From an optimization exercise on the open Yosys and OpenROAD flow, aimed at small area, a short achievable clock period and few clock cycles per item; shortcuts taken in it are not production practice. At most, simulation tests tie the RTL to the original design; equivalence was not proved.

## job 6808
## bitcoin_hash
module bitcoin_hash (
  input  logic        clk, reset_n, start,
  input  logic [15:0] message_addr, output_addr,
  output logic        done, mem_clk, mem_we,
  output logic [15:0] mem_addr,
  output logic [31:0] mem_write_data,
  input  logic [31:0] mem_read_data
);
clock: 12.0 ns
lec_check: 0
cap_margin: 30
core_margin: 2
core_utilization: 50
place_density: 0.65
setup_slack_margin: 5
slew_margin: 40
run.sh (not shown) runs the stock make flow with config.mk's settings and CLKGATE_MAP_FILE= SYNTH_SCRIPT=/design/flow/synth_recipe.tcl, a recipe that flattens the netlist after the stock synthesis.
Testbench counts of job 6808, summed over its fixed seeds: cycles 69,248, items 512.
Here is what was changed in the inputs of job 3268 compared with job 6808.
Settings: PLACE_DENSITY: 0.65 -> 0.55; SETUP_SLACK_MARGIN: 5 -> unset; CORE_UTILIZATION: 50 -> 40.
[summary]
In the metrics for job 3268 and job 6808, the one carrying the lower layout buffer count excluding clock buffers is job 6808. Job 3268 vs job 6808, met1 wire length went up by 13%. Non-clock buffer share of cell area across job 3268 and job 6808: no real change. Delta (job 3268 minus job 6808): wire length of the first global-routing pass increased by 5.4% relative to the old numbers; die area higher.

== run 1 ==
bitcoin_hash, a different RTL version from the one above (not shown whole).
For scale: ~53000 um2 of cells after synthesis.
==> flow/config.mk <==
export PLATFORM = sky130hd
export DESIGN_NAME = bitcoin_hash
export DESIGN_NICKNAME = bitcoin_hash
export VERILOG_FILES = /design/flow/design.v
export SDC_FILE = /design/flow/constraint.sdc
export NUM_CORES = 4
export LEC_CHECK = 0
export CAP_MARGIN = 30
export CORE_MARGIN = 2
export CORE_UTILIZATION = 50
export PLACE_DENSITY = 0.65
export SLEW_MARGIN = 40
==> flow/constraint.sdc <==
create_clock -name core_clock -period 12.0 [get_ports {clk}]
set_input_delay 2.4000 -clock core_clock [delete_from_list [all_inputs] [get_ports {clk}]]
set_output_delay 2.4000 -clock core_clock [all_outputs]
set_load 0.01 [all_outputs]
standard.sh (not shown) runs the stock make flow with config.mk's settings and CLKGATE_MAP_FILE= SYNTH_SCRIPT=/design/flow/synth_recipe.tcl, a recipe that flattens the netlist after the stock synthesis.
==> flow/flow/run.sh <==
#!/bin/bash
set -euo pipefail
cd "$(dirname "$0")/.."
export SETUP_SLACK_MARGIN=7
bash standard.sh > make.log 2>&1
Run 1: no failed stages, no open violations at the end
Testbench counts of run 1, summed over its fixed seeds: cycles 69,248, items 512.
The following lists how run 2 was set up differently from run 1:
Settings: a change of PLACE_DENSITY from 0.65 to 0.55; a change of CORE_UTILIZATION from 50 to 40.
==> flow/flow/run.sh <==
#!/bin/bash
set -euo pipefail
cd "$(dirname "$0")/.."
export SETUP_SLACK_MARGIN=${MARGIN:-6.5}
bash standard.sh > make.log 2>&1
Results
For run 1, the slowest cell on the critical path was sky130_fd_sc_hd__dfrtp_4, unlike run 2, where it was sky130_fd_sc_hd__dfxtp_1.
Run 2 ends up with a horizontal die dimension that is 38 um higher than in run 1.
Against run 1, detail-routed via count per cell in run 2 fell by a few percent.
Run 2 gives less via count than run 1 did.
What run 3 does differently from run 2 at the input level:
==> flow/run.sh (new file) <==
#!/bin/bash
# synth_recipe.tcl (not shown) runs the flow's synth.tcl, then flattens the netlist and writes it again
# the make line also repeats each setting of config.mk as NAME=value (left out here)
make -C /OpenROAD-flow-scripts/flow DESIGN_CONFIG=/design/flow/config.mk WORK_HOME=/design/flow/orfs CLKGATE_MAP_FILE= SYNTH_SCRIPT=/design/flow/synth_recipe.tcl finish
removed: flow/flow/run.sh
removed: flow/standard.sh
--- outcome ---
Looking at smallest setup slack after layout, run 3 sits 1.23 ns below run 2. Non-clock buffer count ends up higher on run 2. Measured against each other, run 3 and run 2 differ in share of layout cells above drive strength 1, the higher figure coming from run 2.
Input changes introduced in run 4 (baseline for comparison: run 3):
Settings: TNS_END_PERCENT: unset -> 5.
==> flow/flow/run.sh (new file) <==
#!/bin/bash
set -euo pipefail
cd "$(dirname "$0")/.."
export SETUP_SLACK_MARGIN=7
bash standard.sh > make.log 2>&1
==> flow/standard.sh (new file) <==
#!/bin/bash
# synth_recipe.tcl (not shown) runs the flow's synth.tcl, then flattens the netlist and writes it again
# the make line also repeats each setting of config.mk as NAME=value (left out here)
make -C /OpenROAD-flow-scripts/flow DESIGN_CONFIG=/design/flow/config.mk WORK_HOME=/design/flow/orfs CLKGATE_MAP_FILE= SYNTH_SCRIPT=/design/flow/synth_recipe.tcl "${@:-finish}"
removed: flow/run.sh
--- outcome ---
Run 4 finished every step from synthesis to the final layout, and the layout passed the timing, DRC and antenna checks.
Summary of run 4 over run 3: global-route usage rose 0.40 points.
Changes observed in run 4 relative to run 3: actual slew at the worst max-slew pin went down 0.044 ns; area share of buffers outside the clock network went up 0.58 points; total via count after detailed routing went up 513; buffers plus inverters on the worst setup path held.

bitcoin_hash again, from the RTL that the note above started with.
clock: 12.0 ns
lec_check: 0
cap_margin: 10
core_margin: 2
core_utilization: 40
place_density: 0.55
slew_margin: 10
==> flow/flow/run.sh <==
#!/bin/bash
set -euo pipefail
cd "$(dirname "$0")/.."
export SETUP_SLACK_MARGIN=7
bash standard.sh > make.log 2>&1
The first run went through all stages and came out clean.
Testbench counts at the start, summed over its fixed seeds: cycles 69,248, items 512.
Rerun with:
==> flow/flow/run.sh (replaced) <==
#!/bin/bash
set -euo pipefail
cd "$(dirname "$0")/.."
export SETUP_SLACK_MARGIN=8
bash standard.sh > make.log 2>&1
Settings changed: CAP_MARGIN 10 to 30, SLEW_MARGIN 10 to 40, TNS_END_PERCENT set to 5.
What happened:
- core utilization climbs by 2.2 points
- hold slack is better by 0.0045 ns
- final cell count came out higher by 1.7%
- first-iteration DRC count climbs by 15%
- design area rises by 4.7%
- count of clock-buffer cells in the layout climbs by 13
- critical path depth is unchanged
Rerun with:
Settings changed: TNS_END_PERCENT 5 to unset.
After rerunning: Sequential cell count does not change. Design area rises by about 8%. Register-to-register slack improved by 0.10 ns. Worst setup slack gains 0.10 ns. Clock skew came out lower by 0.016 ns. Count of clock-buffer cells in the layout decreases by 12. Wire length came out higher by 4.5%. Utilization climbs by 3.7 points. Global-route usage increases by 0.94 points. First-iteration DRC count grows by about 3%.
Rerun with:
==> flow/flow/run.sh (replaced) <==
#!/bin/bash
set -euo pipefail
cd "$(dirname "$0")/.."
export SETUP_SLACK_MARGIN=7
bash standard.sh > make.log 2>&1
Settings changed: CTS_BUF_LIST set to sky130_fd_sc_hd__clkbuf_8, CTS_CLUSTER_SIZE set to 30.
Wire length came out lower by 6.0%. Worst hold slack is worse by 0.012 ns. Non-clock buffer count came out lower by 307. Maximum frequency came out lower by 4.8%. First-iteration DRC count came out lower by 13%.

bitcoin_hash, a different RTL version from the one above (not shown whole).
For scale: about 5400 cells after synthesis, roughly 120 I/O pins, roughly 54000 sq um of cells after synthesis.
export LEC_CHECK = 0
export CAP_MARGIN = 30
export CORE_MARGIN = 2
export CORE_UTILIZATION = 40
export PLACE_DENSITY = 0.55
export SLEW_MARGIN = 40
create_clock -name core_clock -period 12.0 [get_ports {clk}]
==> flow/flow/run.sh <==
#!/bin/bash
set -euo pipefail
cd "$(dirname "$0")/.."
export SETUP_SLACK_MARGIN=8
bash standard.sh > make.log 2>&1
Then changed:
==> flow/flow/run.sh (replaced) <==
#!/bin/bash
set -euo pipefail
cd "$(dirname "$0")/.."
export SETUP_SLACK_MARGIN=7
bash standard.sh > make.log 2>&1
=>
- The changed run completed without violations
- sequential cell count is unchanged
- hold slack is better by 0.028 ns
- non-clock buffer count drops by 223
No run of this note included a check of the RTL's function; only the layout flow was run.

alpha:
bitcoin_hash, a different RTL version from the one above (not shown whole).
Size in the first run: roughly 5,200 cells after synthesis, about 120 I/O pins, ~53,000 µm² of cells after synthesis.
export LEC_CHECK = 0
export CAP_MARGIN = 30
export CORE_MARGIN = 2
export CORE_UTILIZATION = 40
export CTS_BUF_LIST = sky130_fd_sc_hd__clkbuf_4 sky130_fd_sc_hd__clkbuf_8 sky130_fd_sc_hd__clkbuf_16
export CTS_CLUSTER_DIAMETER = 70
export CTS_CLUSTER_SIZE = 30
export PLACE_DENSITY = 0.55
export SLEW_MARGIN = 40
create_clock -name core_clock -period 12.0 [get_ports {clk}]
==> flow/flow/run.sh <==
#!/bin/bash
set -euo pipefail
cd "$(dirname "$0")/.."
export SETUP_SLACK_MARGIN=7
bash standard.sh > make.log 2>&1
Testbench counts of alpha, summed over its fixed seeds: cycles 69,248, items 512.
What beta does differently from alpha at the input level:
- PLACE_DENSITY changed from 0.55 to 0.65
- CTS_CLUSTER_SIZE changed from 30 to 24
- CTS_CLUSTER_DIAMETER changed from 70 to 100
- CORE_UTILIZATION changed from 40 to 50
Results
Between alpha and beta, critical path depth decreased.
First-pass GRT wire length, alpha and beta, higher one = alpha.
Relative to alpha, the wire length measured on beta has decreased slightly.
beta ends up with higher multi-input combinational area share than alpha does.
beta ended up with a higher core occupancy in the finished layout than alpha did.
A capture point of the worst path of rq[125]$_DFF_P_ is what beta shows, while a[30]$_DFF_P_ belongs to alpha.
Final critical path time including I/O delays and setup, alpha and beta: larger value in beta
Final area for beta: 2600 µm² down relative to alpha
In beta, the routability congestion estimate came out 0.014 above the value in alpha.

bitcoin_hash again, from the RTL that the note above started with.
Settings: LEC_CHECK=0, CAP_MARGIN=30, CORE_MARGIN=2, CORE_UTILIZATION=40, CTS_BUF_LIST=sky130_fd_sc_hd__clkbuf_4 sky130_fd_sc_hd__clkbuf_8 sky130_fd_sc_hd__clkbuf_16, CTS_CLUSTER_DIAMETER=100, CTS_CLUSTER_SIZE=24, PLACE_DENSITY=0.55, SLEW_MARGIN=40; clock period 12.0 ns.
Scripts as last shown in full above: flow/flow/run.sh
Testbench counts at the start, summed over its fixed seeds: cycles 69,248, items 512.
Then changed:
--- a/flow/config.mk
+++ b/flow/config.mk
@@ -8,8 +8,8 @@
 export CAP_MARGIN = 30
 export CORE_MARGIN = 2
-export CORE_UTILIZATION = 40
+export CORE_UTILIZATION = 60
 export CTS_BUF_LIST = sky130_fd_sc_hd__clkbuf_4 sky130_fd_sc_hd__clkbuf_8 sky130_fd_sc_hd__clkbuf_16
 export CTS_CLUSTER_DIAMETER = 100
 export CTS_CLUSTER_SIZE = 24
-export PLACE_DENSITY = 0.55
+export PLACE_DENSITY = 0.75
 export SLEW_MARGIN = 40
Result:
- worst hold slack improved by 0.018 ns
- critical path depth is higher by 1
- setup slack got worse by 0.065 ns
Then changed:
==> flow/config.mk (replaced) <==
export PLATFORM = sky130hd
export DESIGN_NAME = bitcoin_hash
export DESIGN_NICKNAME = bitcoin_hash
export VERILOG_FILES = /design/flow/design.v
export SDC_FILE = /design/flow/constraint.sdc
export NUM_CORES = 4
export LEC_CHECK = 0
export ABC_AREA = 1
export CAP_MARGIN = 30
export CORE_MARGIN = 2
export CORE_UTILIZATION = 40
export PLACE_DENSITY = 0.55
export SLEW_MARGIN = 40
Effect:
- hold slack is worse by 0.0051 ns
- final area climbs by 8.0%
- sequential share of layout area drops by 3.0 points
- via count climbs by 14%
Then changed:
==> flow/flow/run.sh (replaced) <==
#!/bin/bash
set -euo pipefail
cd "$(dirname "$0")/.."
export SETUP_SLACK_MARGIN=7.5
bash standard.sh > make.log 2>&1
--- a/flow/config.mk
+++ b/flow/config.mk
@@ -6,8 +6,10 @@
 export NUM_CORES = 4
 export LEC_CHECK = 0
-export ABC_AREA = 1
 export CAP_MARGIN = 30
 export CORE_MARGIN = 2
 export CORE_UTILIZATION = 40
+export CTS_BUF_LIST = sky130_fd_sc_hd__clkbuf_4 sky130_fd_sc_hd__clkbuf_8 sky130_fd_sc_hd__clkbuf_16
+export CTS_CLUSTER_DIAMETER = 100
+export CTS_CLUSTER_SIZE = 24
 export PLACE_DENSITY = 0.55
 export SLEW_MARGIN = 40
After rerunning: First-iteration DRC count drops by about a fifth; flip-flop and latch count does not change; die area came out lower by a few percent; utilization rises by 0.80 points; via count drops by roughly a tenth; critical path depth went down by 3; worst setup slack is better by 0.024 ns; non-clock buffer count came out higher by 136; count of clock-buffer cells in the layout is lower by 102; maximum frequency is higher slightly.
Then changed:
==> flow/flow/run.sh (replaced) <==
#!/bin/bash
set -euo pipefail
cd "$(dirname "$0")/.."
export SETUP_SLACK_MARGIN=7
bash standard.sh > make.log 2>&1
--- a/flow/config.mk
+++ b/flow/config.mk
@@ -9,7 +9,4 @@
 export CORE_MARGIN = 2
 export CORE_UTILIZATION = 40
-export CTS_BUF_LIST = sky130_fd_sc_hd__clkbuf_4 sky130_fd_sc_hd__clkbuf_8 sky130_fd_sc_hd__clkbuf_16
-export CTS_CLUSTER_DIAMETER = 100
-export CTS_CLUSTER_SIZE = 24
 export PLACE_DENSITY = 0.55
 export SLEW_MARGIN = 40
Clock-buffer cell count grows by 97.
Hold slack got worse by 0.025 ns.
Maximum frequency shrinks by about 1.9%.
Sequential cell count is unchanged.
Global-route usage shrinks by 0.46 points.
Worst setup slack got worse by 0.094 ns.
Then changed:
==> flow/flow/run.sh (replaced) <==
#!/bin/bash
set -euo pipefail
cd "$(dirname "$0")/.."
export SETUP_SLACK_MARGIN=7.5
bash standard.sh > make.log 2>&1
The new run finished clean.
Global-route usage went up by 0.94 points.
Die area is unchanged.
Via count is higher slightly.
Cell count rises slightly.
Fmax rises by a few percent.

Starting RTL as in the previous note.
export LEC_CHECK = 0
export CAP_MARGIN = 30
export CORE_MARGIN = 2
export CORE_UTILIZATION = 40
export CTS_BUF_LIST = sky130_fd_sc_hd__clkbuf_4 sky130_fd_sc_hd__clkbuf_8 sky130_fd_sc_hd__clkbuf_16
export CTS_CLUSTER_DIAMETER = 100
export CTS_CLUSTER_SIZE = 24
export PLACE_DENSITY = 0.55
export SLEW_MARGIN = 40
create_clock -name core_clock -period 12.0 [get_ports {clk}]
==> flow/flow/run.sh <==
#!/bin/bash
set -euo pipefail
cd "$(dirname "$0")/.."
export SETUP_SLACK_MARGIN=6.75
bash standard.sh > make.log 2>&1
The baseline ran to the end with no violations.
Testbench counts at the start, summed over its fixed seeds: cycles 69,248, items 512.
Next try:
==> flow/flow/run.sh (replaced) <==
#!/bin/bash
set -euo pipefail
cd "$(dirname "$0")/.."
export SETUP_SLACK_MARGIN=7
bash standard.sh > make.log 2>&1
CTS_CLUSTER_DIAMETER = 120   (was 100)
CTS_CLUSTER_SIZE = 20   (was 24)
What happened: The new run finished with timing, DRC and antenna clean. Design area is higher slightly. Worst hold slack loses 7.6 ps. Routed wire length is higher slightly. Non-clock buffer count is higher by 19. Register-to-register slack gains 250 ps.
Next try:
CTS_CLUSTER_DIAMETER = 100   (was 120)
CTS_CLUSTER_SIZE = 30   (was 20)
What happened:
- The new run finished with timing, DRC and antenna clean
- flip-flop and latch count stays the same
- final cell count stays flat
- first-iteration DRC count goes down by about 1.5%
- routed wire length goes down by about 0.36%
- cell area goes down by about 0.3%
- non-clock buffer count goes up by 1
- global-route usage goes down by 0.19 points
- maximum frequency goes down by about 0.9%

## afterwards: timing with drivers on the ports
The flow's constraints put no driver on any port. The routed layouts listed below were extracted and timed again, unchanged, in two steps.
Step 1 assumes that a clkbuf_16 drives the clock port and a buf_2 every other input.
Step 2, shift: input delay + t, output delay - t, t = (earliest + latest rising clock arrival at the registers) / 2. This alone moves slack from input paths to output paths.
Three values: ideal ports, drivers, drivers and shift; two values: the first two.
run | t, ns | setup slack, ns | slew at the worst register clock pin (ns)
job 6808 | 0.793 | 5.336 / 5.261 / 5.693 | 0.07 / 0.07
job 3268 | 0.820 | 5.072 / 4.992 / 5.604 | 0.07 / 0.07
run 1 | 0.788 | 7.007 / 7.007 / 6.794 | 0.07 / 0.07
run 2 | 0.837 | 6.620 / 6.620 / 6.620 | 0.07 / 0.07
run 3 | 0.838 | 5.388 / 5.388 / 5.388 | 0.07 / 0.07
run 4 | 0.818 | 6.907 / 6.907 / 6.717 | 0.07 / 0.07
the first run of note 3 | 0.812 | 6.984 / 6.984 / 6.727 | 0.08 / 0.08
the second run of note 3 | 0.839 | 7.088 / 7.088 / 6.698 | 0.08 / 0.08
the third run of note 3 | 0.826 | 7.192 / 7.192 / 7.192 | 0.07 / 0.07
the fourth run of note 3 | 1.008 | 6.947 / 6.947 / 6.740 | 0.08 / 0.08
the first run of note 4 | 0.814 | 7.105 / 7.105 / 7.105 | 0.07 / 0.07
the second run of note 4 | 0.823 | 6.867 / 6.867 / 6.596 | 0.07 / 0.07
alpha | 0.811 | 7.030 / 7.030 / 6.589 | 0.11 / 0.11
beta | 0.775 | 6.987 / 6.987 / 6.682 | 0.11 / 0.11
the first run of note 6 | 0.791 | 7.049 / 7.049 / 6.590 | 0.11 / 0.11
the second run of note 6 | 0.740 | 6.984 / 6.984 / 6.605 | 0.11 / 0.11
the third run of note 6 | 0.846 | 7.030 / 7.030 / 7.018 | 0.07 / 0.07
the fourth run of note 6 | 0.790 | 7.054 / 7.054 / 6.939 | 0.11 / 0.11
the fifth run of note 6 | 0.834 | 6.960 / 6.960 / 6.573 | 0.07 / 0.07
the sixth run of note 6 | 0.843 | 7.075 / 7.075 / 6.881 | 0.07 / 0.07
the first run of note 7 | 0.792 | 6.750 / 6.750 / 6.589 | 0.11 / 0.11
the second run of note 7 | 0.770 | 7.005 / 7.005 / 6.572 | 0.10 / 0.10
the third run of note 7 | 0.791 | 6.959 / 6.959 / 6.609 | 0.12 / 0.12
After both steps setup and hold are still met in every run listed. The setup slack of the first run of note 6, which loses most, moves by 0.000 ns with the drivers and by -0.459 ns with both steps.
